This design comes from an exercise in tuning for small area on the open sky130 flow, not from production work.
No functional check of the RTL was part of any run shown here.
Power is estimated from default activity; no workload was simulated.

## flow/design.v (module list and top-level ports; edited modules follow where they fit)
// module ALU_top: 27 lines
// module ALU: 1100 lines
// module ALU_a21oi_1: 3 lines
// module ALU_a222oi_1: 3 lines
// module ALU_a22oi_1: 3 lines
// module ALU_and2_1: 3 lines
// module ALU_ha_1: 4 lines
// module ALU_inv_2: 3 lines
// module ALU_nand2_1: 3 lines
// module ALU_nand3_1: 3 lines
// module ALU_nand4_1: 3 lines
// module ALU_nor2_1: 3 lines
// module ALU_nor2b_1: 3 lines
// module ALU_nor3_1: 3 lines
// module ALU_nor4_1: 3 lines
// module ALU_o21ai_1: 3 lines
// module ALU_o22ai_1: 3 lines
// module ALU_xnor2_1: 3 lines
// module ALU_xor2_1: 3 lines
module ALU_top (
    input  wire        clk,
    input  wire [31:0] operand1,
    input  wire [31:0] operand2,
    input  wire [2:0]  opcode,
    input  wire        is_signed,
    output reg  [31:0] alu_res
);
  // ...
==> flow/flow/run.sh <==
#!/bin/bash
# Own flow: the ALU is written as a netlist of cell models (ALU_<cell>, see gen/).
# Swap each model for the sky130 cell of the same function and pins, then run the
# standard ORFS flow on that design, with plain buf_1 cells as the port buffers and
# a clock tree of clkbuf_8 without dummy loads.
set -euo pipefail
cd "$(dirname "$0")/.."
DESIGN=${FLOW_DESIGN:-$PWD/design.v}
sed -e '/CELL MODELS BEGIN/,/CELL MODELS END/d' \
    -e 's/^\(\s*\)ALU_\([a-z0-9_]*\) /\1sky130_fd_sc_hd__\2 /' "$DESIGN" > "$PWD/mapped.v"
grep -c 'sky130_fd_sc_hd__' "$PWD/mapped.v" > map.log
bash standard.sh VERILOG_FILES="$PWD/mapped.v" \
    BUFFER_PORTS_ARGS="-buffer_cell sky130_fd_sc_hd__buf_1" \
    CTS_ARGS="-sink_clustering_enable -repair_clock_nets -dont_use_dummy_load -buf_list sky130_fd_sc_hd__clkbuf_8" \
    finish > standard.log 2>&1
==> flow/standard.sh <==
#!/bin/bash
# synth_recipe.tcl (not shown) runs the flow's synth.tcl, then flattens the netlist and writes it again
# the make line also repeats each setting of config.mk as NAME=value (left out here)
make -C /OpenROAD-flow-scripts/flow DESIGN_CONFIG=/design/flow/config.mk WORK_HOME=/design/flow/orfs CLKGATE_MAP_FILE= SYNTH_SCRIPT=/design/flow/synth_recipe.tcl "${@:-finish}"
==> flow/config.mk <==
export PLATFORM = sky130hd
export DESIGN_NAME = ALU_top
export DESIGN_NICKNAME = ALU_top
export VERILOG_FILES = /design/flow/design.v
export SDC_FILE = /design/flow/constraint.sdc
export NUM_CORES = 4
export LEC_CHECK = 0
export CAP_MARGIN = 20
export CORE_MARGIN = 2
export CORE_UTILIZATION = 45
export SLEW_MARGIN = 20
==> flow/constraint.sdc <==
create_clock -name core_clock -period 4.5 [get_ports {clk}]
set_input_delay 0.9000 -clock core_clock [delete_from_list [all_inputs] [get_ports {clk}]]
set_output_delay 0.9000 -clock core_clock [all_outputs]
set_load 0.01 [all_outputs]
==> flow_summary.yaml, run 1 <==
timing:
  layout_setup_ws_ps: 385
  hold_ws_ps: 599
  worst_slew_pin_slew_ps: 758
place:
  post-place-ws_ps: 469
setup_path:
  path_cells: "nor2b_1 -> nor2_1 -> buf_4 -> xor2_1 -> ha_1 -> a21oi_1 -> o21ai_1 -> a21oi_1 -> o21ai_1 -> inv_2 -> o21ai_1 -> a21oi_1 -> o21ai_1 -> a21oi_1 -> xnor2_1 -> a222oi_1 -> nand2_1"
  slowest_delay_ps: 530
  cp_max_fo: 9
  critPathLaunchType: "flip-flop"
  r2r_cells: 17
logic_synthesis:
  netlist_area_um2: 5370
  synth_top_family_by_area: "compound AO/OA/AOI/OAI gates"
  synth_top_cell_area_share_pct: 37.3
  yosys.area_share.simple_pct: 8.48
  postSynthCellCount: 613
  synthXorXnorAreaFrac_pct: 10.6
power_and_ir_drop:
  p_comb_mw: 0.753
  ir_drop_v: 0.000332
  p_sw_share_pct: 35.3
  p_switching_mw: 0.783
  seqPwrFrac_pct: 45.4
global_routing:
  antenna_found_initial: 0
layout:
  area_growth_pct: 15.2
  final_nets: 841
  clk_share_pct: 2.00
drt:
  ant_nets: 0
  top_layer_used: "met4"
outcome:
  outcome: "complete, no violations"
floorplan:
  dieArea_um2: 12800
  initial_core_util_pct: 46.6
worst_hold_path:
  hp-start: "operand2[17]"
==> run 2: changes to the inputs <==
--- a/flow/config.mk
+++ b/flow/config.mk
@@ -8,4 +8,5 @@
 export CAP_MARGIN = 20
 export CORE_MARGIN = 2
 export CORE_UTILIZATION = 45
+export GPL_TIMING_DRIVEN = 0
 export SLEW_MARGIN = 20
==> flow_summary.yaml, run 2 <==
logic_synthesis:
  synthDistinctLibCells: 18
  netlist_area_um2: 5370
  synth-edff-count: 0
  synth_common_cells: "o22ai_1, dfxtp_1, nand2_1"
  synth_top_cell_area_share_pct: 37.3
  yosysWarnings: 1
  synthTopCellsByArea: "dfxtp_1, o22ai_1, ha_1, xor2_1, a222oi_1"
  synth_flop_cell: "dfxtp_1"
  postSynthCellCount: 613
  syn_area_per_cell_um2: 8.76
  yosys.cell_count.top_type: "o22ai_1"
  synthArstFlopShare_pct: 0
  yosysTopAreaCell: "dfxtp_1"
  seq_area_frac_synth_pct: 37.3
  ys_ff_latch: 100
  syn_nets: 714
floorplan:
  dieArea_um2: 12800
  die_w_um: 113
  rows: 39
  die_y_um: 113
  boundaryPins: 101
  core_area_um2: 11500
  initial_core_util_pct: 46.6
drt:
  wirelength_um: 17900
  viasPerCell: 6.54
  wl_per_cell_um: 20.6
  ant_nets: 0
  drc: 0
  initialDrtViolationCount: 675
  drtPass1Iterations: 19
  vias: 5697
power_and_ir_drop:
  ir_drop_v: 0.000297
  power_mw: 2.23
  powerDensity_nw_per_um2: 360
  share_comb_of_total_power_pct: 33.5
  p_switching_mw: 0.791
  power_frac_clock_pct: 20.5
  intPower_mw: 1.44
  leakage_nw: 2.33
  seqPwrFrac_pct: 46.0
  p_sw_share_pct: 35.5
outcome:
  outcome: "complete, no violations"
setup_path:
  critPathBufInv: 3
  path_delay_family: "compound AO/OA/AOI/OAI gates"
  worstPathArrival_ps: 4470
  required_ps: 4730
  crit_slowest_cell: "a222oi_1"
  regToRegSetupSlack_ps: 260
  crit_type: "flip-flop to flip-flop"
  end_kind: "flip-flop"
  path_cells: "nor2b_2 -> nor2_4 -> buf_4 -> xor2_1 -> ha_1 -> nand2_1 -> o21ai_2 -> a21oi_4 -> o21ai_2 -> inv_2 -> o21ai_1 -> inv_2 -> o21ai_1 -> a21oi_1 -> xnor2_1 -> a222oi_1 -> nand2_1"
  critPathLaunchType: "flip-flop"
  slowest_delay_ps: 570
  path_depth: 17
  r2r_cells: 17
  cp_max_fo: 7
global_routing:
  grt.total_usage_pct: 27.6
  top_usage_layer: "met2"
  grt_max_degree: 44
  first_global_vias: 5119
  antenna_found_initial: 1
  overflow: 0
  grt_use_met2_pct: 43.3
  use_met3_pct: 5.52
  use_met1_pct: 37.9
  grt_pass1_wl_um: 27000
timing:
  period_minus_slack_ps: 4240
  drv_slew: 0
  rsz0062_at_grt: "no"
  finalClockSkew_ps: 20.4
  setup_viol: 0
  finalCritPeriodShare_pct: 94.1
  worst_slew_pin_slew_ps: 863
  fmax_ghz: 0.236
  layout_setup_ws_ps: 263
  slew_headroom_pct: 42.3
  hold_viol: 0
layout:
  area_growth_pct: 15.1
  final_cell_mix: "o22ai_1, buf_1, dfxtp_1, nand2_1, xor2_1"
  drive_gt1_share_pct: 7.83
  final_nets: 831
  diodes: 0
  reg.largest.list: "alu_res: 32 flops, op1_q: 32 flops, op2_q: 32 flops"
  final_area_um2: 6180
  layout_commonest_cell: "o22ai_1"
clock_tree:
  cts.path.max_buffers: 2
  clk-insertion-delay-late_ps: 390
  cts_tree: "built"
  h-tree-depth: 3
  numCtsBuffers: 9
  cts.reportedPaths.clkPinSlew_ps: 100
  root_buffer: "clkbuf_8"
  clkSinkCount: 100
worst_hold_path:
  hold-path-cell-count: 1
  hold_path.class: "primary input to flip-flop"
flow_run:
  cap_viol_max_count: 0
place:
  io_buffers: 100
  globalplace.congestion: 0.955
  placed_cell_area_um2: 5970
  post-place-ws_ps: -1080
  hpwl_um: 13600
run 2: cell counts after synthesis:
Identical to the previous run, type by type.
run 2: final cells by class:
class / count / area, µm²
fill: 1149 / 5340
multi-input combinational: 491 / 3350
sequential: 100 / 2010
timing repair buffer: 106 / 428
tap: 143 / 179
clock buffer: 9 / 124
inverter: 22 / 82.6
run 2: power by group through the flow:
| stage | clock [mW] | sequential (mW) | combinational [mW] |
|---|---|---|---|
| after floorplan | 0 | 1.05 | 0.495 |
| after global placement | 0 | 1.04 | 0.692 |
| after detailed placement | 0 | 1.05 | 0.709 |
| after CTS | 0.474 | 1.03 | 0.719 |
| after global routing | 0.512 | 1.03 | 0.810 |
| final | 0.456 | 1.02 | 0.746 |
run 2: path summary, 6_finish.rpt:
path | from | to
hold reg to reg | op1_q[31] | alu_res[31]
hold / removal | operand1[25] | op1_q[25]
setup / recovery | opc_q[1] | alu_res[27]
setup reg to reg | opc_q[1] | alu_res[27]
run 2: timing repair:
item	in CTS	in global routing
pin swaps	2	2
gates resized for setup	10	6
hold buffers	0	0
hold endpoints to repair	0	0
endpoints found under the setup margin	24	10
buffers inserted	0	3
run 2: cell families after synthesis:
family | synth area share, %
AOI/OAI and AO/OA | 34.6
xor gates and xnor gates | 10.6
adders and majority gates | 7.46
buffers and inverters | 1.54
DFF | 37.3
and+or+nand+nor | 8.48
run 2: stage by stage:
step / TNS [ps] / hold WS, ps / instances / util (%)
after floorplan: 0 / 625 / 613 / -
after global placement: -9590 / 680 / 856 / 51.5
after detailed placement: -13600 / 697 / 859 / 51.9
after CTS: 0 / 571 / 868 / 53.2
after global routing: 0 / 555 / 871 / 53.7
final: 0 / 593 / 871 / 53.7
run 2: metal layers:
metal	part of all wire, %	up-vias
met5	0	-
met4	2.1	0
met3	10	20
met2	45	323
met1	43	2650
li1	-	2704

what the ideal ports hide:
Ports are ideal in the flow. The routed layouts listed here were re-timed in OpenROAD.
Step 1, drivers: a clkbuf_16 drives clk and a buf_2 each remaining input, both assumed.
Step 2 also shifts input and output timing later by t, the mid clock arrival at the registers, as if the neighbouring blocks saw the same clock.
Three values: ideal, step 1, step 2; two values: the first two.
run | t, ns | setup slack, ns | worst data-port slew with drivers (ns)
run 1 | 0.405 | 0.385 / 0.385 / 0.385 | 0.05
run 2 | 0.415 | 0.263 / 0.263 / 0.263 | 0.03
After both steps setup and hold are still met in every run listed.
